This is an optimization exercise on Yosys and OpenROAD, whose aim is small area, a short achievable clock period and few clock cycles, not a production implementation. The RTL was checked by simulation tests, not by an equivalence proof against the original design. Power and IR drop assume default switching activity.

==> flow/design.v <==
module HW2_divider(Clk, Rst, St, Divisor, Dividend, Quotient, Remainder, Overflow, Done);
	input Clk, Rst, St;
	input [15:0] Divisor;
	input [15:0] Dividend;
	output [15:0] Quotient;
	output [15:0] Remainder;
	output Overflow;
	output reg Done;
	reg [15:0] R;      
	reg [15:0] D;      
	reg [15:0] Q;      
	reg [3:0] cnt;     
	reg ovf;
	wire z8 = ~|Divisor[15:8];
	wire [15:0] n1 = z8 ? {Divisor[7:0], 8'b0} : Divisor;
	wire z4 = ~|n1[15:12];
	wire [15:0] n2 = z4 ? {n1[11:0], 4'b0} : n1;
	wire z2 = ~|n2[15:14];
	wire [15:0] n3 = z2 ? {n2[13:0], 2'b0} : n2;
	wire z1 = ~n3[15];
	wire [15:0] n4 = z1 ? {n3[14:0], 1'b0} : n3;
	wire [16:0] diff = {1'b0, R} - {1'b0, D};
	wire ge = ~diff[16];
	assign Quotient = Q;
	assign Remainder = R;
	assign Overflow = ovf;
	always @(posedge Clk) begin
		if (Rst)
			Done <= 1'b1;
		else if (Done)
			Done <= ~St;
		else if (cnt == 4'd0 || ovf)
			Done <= 1'b1;
	end
	always @(posedge Clk) begin
		if (Done) begin
			D <= n4;
			cnt <= {z8, z4, z2, z1};
			if (St) begin
				R <= Dividend;
				Q <= 16'd0;
				ovf <= ~|Divisor;
			end
		end else begin
			if (ge) R <= diff[15:0];
			Q <= {Q[14:0], ge};
			D <= {1'b0, D[15:1]};
			cnt <= cnt - 4'd1;
		end
	end
endmodule
export LEC_CHECK = 0
export ABC_AREA = 1
export ABC_CLOCK_PERIOD_IN_PS = 2000
export CAP_MARGIN = 20
export CORE_MARGIN = 2
export CORE_UTILIZATION = 30
export SETUP_SLACK_MARGIN = 3.5
export SLEW_MARGIN = 20
create_clock -name core_clock -period 6.0 [get_ports {Clk}]
standard.sh (not shown) runs the stock make flow with config.mk's settings and CLKGATE_MAP_FILE= SYNTH_SCRIPT=/design/flow/synth_recipe.tcl, a recipe that flattens the netlist after the stock synthesis.
==> flow/flow/run.sh <==
#!/bin/bash
# The standard layout, with each port buffered by a small buffer instead of
# the delay cell that buffer_ports picks by default.
set -euo pipefail
bash standard.sh "BUFFER_PORTS_ARGS=-buffer_cell sky130_fd_sc_hd__buf_1" finish > standard.log 2>&1
The starting point went through all stages and came out clean.
Testbench counts at the start, summed over its fixed seeds: cycles 83,106.
Then changed:
- CORE_UTILIZATION: 30 -> 40
- SETUP_SLACK_MARGIN: 3.5 -> 3.1
What happened: The changed run completed without violations. Cell area went down by about a fifth. Synthesized cell count does not change. Setup slack is worse by 92 ps. Critical path depth falls by 12. Clock skew hardly moves. Cell count falls by a little under a tenth. Maximum frequency drops by a few percent. Non-clock buffer count is lower by 18. Hold slack gets worse by 10 ps. Wire length drops by roughly a tenth.
Then changed:
- SETUP_SLACK_MARGIN: 3.1 -> 3.8
=> Setup slack is better by 190 ps; hold slack improves by 11 ps; clock power hardly moves; register-to-register slack gains 270 ps; global-route usage increases by 1.0 points.
Then changed:
- CTS_CLUSTER_DIAMETER: default -> 100
- CTS_CLUSTER_SIZE: default -> 40
- SETUP_SLACK_MARGIN: 3.8 -> 3.5
The new run produced a clean layout; combinational power is lower by 11%; total power drops by 3.7%; non-clock buffer count shrinks by 7; flip-flop and latch count is unchanged; core utilization came out lower by 2.7 points; wire length goes down by 4.1%.

---

## run A
// HW2_divider: RTL as listed in full above, without the edits since
clock: 6.0 ns
lec_check: 0
abc_area: 1
abc_clock_period_in_ps: 2000
cap_margin: 20
core_margin: 2
core_utilization: 40
setup_slack_margin: 3.2
slew_margin: 20
Scripts as last shown in full above: flow/flow/run.sh
Testbench counts of run A, summed over its fixed seeds: cycles 83,106.
### run A -> run B
- CORE_UTILIZATION changed from 40 to 55
- SETUP_SLACK_MARGIN changed from 3.2 to 3.5
==> comparison <==
From run B to run A, clock net sink count did not move at all. Between run B and run A, it is run B whose global-route usage is higher, by 6.4 points. In the flow results for run B and run A, the final critical-path setup slack is larger on run B. Delta (run B minus run A): placement-stage worst setup slack increased by 0.045 ns relative to the old numbers; combinational power saw an increase; share of the clock period used by the worst path after layout shows a reduction of 1.3 points; count of vias placed by the detailed router +207. Initial standard-cell utilization of the core delta for run B relative to run A: 15 points higher. Delta (run B minus run A): endpoint required time on the critical path held; worst hold slack went up 0.011 ns.
Input changes introduced in run C (baseline for comparison: run B):
- CORE_UTILIZATION changed from 55 to 40
- SETUP_SLACK_MARGIN changed from 3.5 to 3.4
## What came out
- Die area | run C > run B
- Relative to run B, register share of the cell area increased by 2.0 points in run C.
- The run with more setup slack is run C; run B has less.

---

// HW2_divider: RTL as listed in full above, without the edits since
==> flow/config.mk <==
export PLATFORM = sky130hd
export DESIGN_NAME = HW2_divider
export DESIGN_NICKNAME = HW2_divider
export VERILOG_FILES = /design/flow/design.v
export SDC_FILE = /design/flow/constraint.sdc
export NUM_CORES = 4
export LEC_CHECK = 0
export ABC_AREA = 1
export ABC_CLOCK_PERIOD_IN_PS = 2000
export CAP_MARGIN = 20
export CORE_MARGIN = 2
export CORE_UTILIZATION = 40
export SETUP_SLACK_MARGIN = 3.0
export SLEW_MARGIN = 20
==> flow/constraint.sdc <==
create_clock -name core_clock -period 6.0 [get_ports {Clk}]
set_input_delay 1.2000 -clock core_clock [delete_from_list [all_inputs] [get_ports {Clk}]]
set_output_delay 1.2000 -clock core_clock [all_outputs]
set_load 0.01 [all_outputs]
==> flow/flow/run.sh <==
#!/bin/bash
# The standard layout, with each port buffered by a small buffer instead of
# the delay cell that buffer_ports picks by default, and synthesis leaves
# adders to abc instead of mapping them to fa/ha cells.
set -euo pipefail
bash standard.sh "BUFFER_PORTS_ARGS=-buffer_cell sky130_fd_sc_hd__buf_1" "ADDER_MAP_FILE=" finish > standard.log 2>&1
Testbench counts at the start, summed over its fixed seeds: cycles 83,106.
Then changed:
==> flow/flow/run.sh (replaced) <==
#!/bin/bash
# The standard layout, with each port buffered by a small buffer instead of
# the delay cell that buffer_ports picks by default.
set -euo pipefail
bash standard.sh "BUFFER_PORTS_ARGS=-buffer_cell sky130_fd_sc_hd__buf_1" finish > standard.log 2>&1
- SETUP_SLACK_MARGIN: 3.0 -> 3.5
Die area shrinks by about 1.6%.
Sequential share of layout area decreases by 2.9 points.
Clock-buffer cell count stays the same.
Combinational power increases by 17%.
Power is higher by 6.1%.
Synthesized area fell by 1.6%.
Routed wire length stays flat.
Critical path depth rose by 12.
Non-clock buffer count goes up by 18.
Then changed:
- SETUP_SLACK_MARGIN: 3.5 -> 3.3
Outcome: Maximum frequency shrinks by 2.1%; clock skew shrinks by 0.0042 ns; sequential share of layout area grows by 2.7 points.
Then changed:
==> flow/flow/run.sh (replaced) <==
#!/bin/bash
# The standard layout, with each port buffered by a small buffer instead of
# the delay cell that buffer_ports picks by default.
set -euo pipefail
bash standard.sh "BUFFER_PORTS_ARGS=-buffer_cell sky130_fd_sc_hd__buf_2" finish > standard.log 2>&1
- ABC_AREA: 1 -> default
- SETUP_SLACK_MARGIN: 3.3 -> 3.5
=> Sequential power goes up by about 1%. Cell area goes up by 23%. Wire length goes up by 30%. Critical path depth goes down by 3. Non-clock buffer count goes up by 38. Final cell count goes down by 8.5%. Global-route usage goes up by 3.8 points.
Then changed:
==> flow/flow/run.sh (replaced) <==
#!/bin/bash
# The standard layout, with each port buffered by a small buffer instead of
# the delay cell that buffer_ports picks by default.
set -euo pipefail
bash standard.sh "BUFFER_PORTS_ARGS=-buffer_cell sky130_fd_sc_hd__buf_1" finish > standard.log 2>&1
- ABC_AREA: default -> 1
- SETUP_SLACK_MARGIN: 3.5 -> 3.3
- TNS_END_PERCENT: default -> 20
Via count decreases by 9.5%.
Final cell count rises by 9.1%.
Die area falls by 0.74%.
Worst setup slack improves by 0.37 ns.
Cell area goes down by 19%.
Sequential share of layout area came out higher by 6.8 points.
Synthesized cell count is higher by 24%.
Synthesized area goes down by 0.78%.
Power decreases by 17%.
Hold slack gets worse by 0.048 ns.
Wire length drops by 23%.

---

// HW2_divider: RTL as listed in full above, without the edits since
Settings: LEC_CHECK=0, ABC_AREA=1, ABC_CLOCK_PERIOD_IN_PS=2000, CAP_MARGIN=20, CORE_MARGIN=2, CORE_UTILIZATION=40, SETUP_SLACK_MARGIN=3.3, SLEW_MARGIN=20; clock period 6.0 ns.
==> flow/flow/run.sh <==
#!/bin/bash
# The standard layout, with each port buffered by a small buffer instead of
# the delay cell that buffer_ports picks by default, and synthesis leaves
# adders to abc instead of mapping them to fa/ha cells.
set -euo pipefail
bash standard.sh "BUFFER_PORTS_ARGS=-buffer_cell sky130_fd_sc_hd__buf_1" "ADDER_MAP_FILE=" finish > standard.log 2>&1
Testbench counts at the start, summed over its fixed seeds: cycles 83,106.
Next try:
==> flow/flow/run.sh (replaced) <==
#!/bin/bash
# The standard layout, with each port buffered by a small buffer instead of
# the delay cell that buffer_ports picks by default.
set -euo pipefail
bash standard.sh "BUFFER_PORTS_ARGS=-buffer_cell sky130_fd_sc_hd__buf_2" finish > standard.log 2>&1
Settings changed: ABC_AREA 1 to default, CORE_UTILIZATION 40 to 55, SETUP_SLACK_MARGIN 3.3 to 3.0.
Outcome: The new run finished with timing, DRC and antenna clean. Count of clock-buffer cells in the layout does not change. Power climbs by 15%. Critical path depth grows by 7.
Next try:
==> flow/flow/run.sh (replaced) <==
#!/bin/bash
# The standard layout, with each port buffered by a small buffer instead of
# the delay cell that buffer_ports picks by default.
set -euo pipefail
bash standard.sh "BUFFER_PORTS_ARGS=-buffer_cell sky130_fd_sc_hd__buf_1" finish > standard.log 2>&1
Settings changed: ABC_AREA from default to 1, CORE_UTILIZATION 55 to 40, GPL_TIMING_DRIVEN from default to 0, SETUP_SLACK_MARGIN 3.0 to 3.3.
Effect: The new run finished clean. Non-clock buffer count came out lower by 8. Worst setup slack improved by 0.42 ns. Global-route usage came out lower by 6.3 points. Die area came out higher by 35%. Fmax came out higher by 16%. Total power came out lower by 11%.
Next try:
==> flow/flow/run.sh (replaced) <==
#!/bin/bash
# The standard layout, with each port buffered by a small buffer instead of
# the delay cell that buffer_ports picks by default.
set -euo pipefail
bash standard.sh "BUFFER_PORTS_ARGS=-buffer_cell sky130_fd_sc_hd__buf_2" finish > standard.log 2>&1
Settings changed: ABC_AREA 1 to default, GPL_TIMING_DRIVEN 0 to default, SETUP_SLACK_MARGIN 3.3 to 3.0.
Outcome: The new run passed the timing, design-rule and antenna checks; sequential power climbs slightly; global-route usage climbs by 0.60 points; utilization climbs by 2.6 points; non-clock buffer count stays the same; wire length climbs by a few percent; total power climbs by a few percent; final area climbs by a few percent; sequential share of layout area drops by 1.9 points; worst setup slack is worse by 0.35 ns; die area climbs slightly.

[static timing again, ports no longer ideal]
In the flow no input, the clock included, has a driving cell. The finished layouts below were timed again as built, in two steps.
Step 1: set_driving_cell puts a clkbuf_16 on Clk and a buf_2 on each other input, an assumption about the parent block.
Step 2, shift: input delay + t, output delay - t, t = (earliest + latest rising clock arrival at the registers) / 2. This alone moves slack from input paths to output paths.
Slacks: ideal / step 1 / step 2; pairs: ideal / step 1.
run | t, ns | setup WS [ns] | worst setup path after step 2 | worst slew at a driven data input, ns | pins driven straight from the clock port
the first run of note 1 | 0.326 | 3.428 / 3.435 / 3.109 | input to register | 0.04 | 1
the second run of note 1 | 0.341 | 3.337 / 3.308 / 3.086 | input to register | 0.04 | 1
the third run of note 1 | 0.337 | 3.527 / 3.517 / 3.181 | input to register | 0.05 | 1
the fourth run of note 1 | 0.337 | 3.533 / 3.526 / 3.190 | input to register | 0.05 | 1
run A | 0.340 | 3.418 / 3.427 / 3.087 | input to register | 0.04 | 1
run B | 0.339 | 3.496 / 3.498 / 3.159 | input to register | 0.04 | 1
run C | 0.340 | 3.539 / 3.539 / 3.200 | input to register | 0.04 | 1
the first run of note 3 | 0.340 | 3.340 / 3.309 / 3.071 | input to register | 0.04 | 1
the second run of note 3 | 0.337 | 3.533 / 3.526 / 3.190 | input to register | 0.05 | 1
the third run of note 3 | 0.340 | 3.481 / 3.489 / 3.149 | input to register | 0.04 | 1
the fourth run of note 3 | 0.348 | 3.039 / 3.030 / 2.682 | input to register | 0.05 | 1
the fifth run of note 3 | 0.340 | 3.411 / 3.419 / 3.079 | input to register | 0.04 | 1
the first run of note 4 | 0.339 | 3.472 / 3.441 / 3.146 | input to register | 0.04 | 1
the second run of note 4 | 0.347 | 2.973 / 2.966 / 2.620 | input to register | 0.05 | 1
the third run of note 4 | 0.341 | 3.390 / 3.389 / 3.048 | input to register | 0.04 | 1
the fourth run of note 4 | 0.340 | 3.043 / 3.031 / 2.692 | input to register | 0.05 | 1
After both steps every run listed still meets setup and hold. For the fourth run of note 3, which loses most, drivers alone change the setup slack by -0.009 ns; drivers and shift together by -0.357 ns.
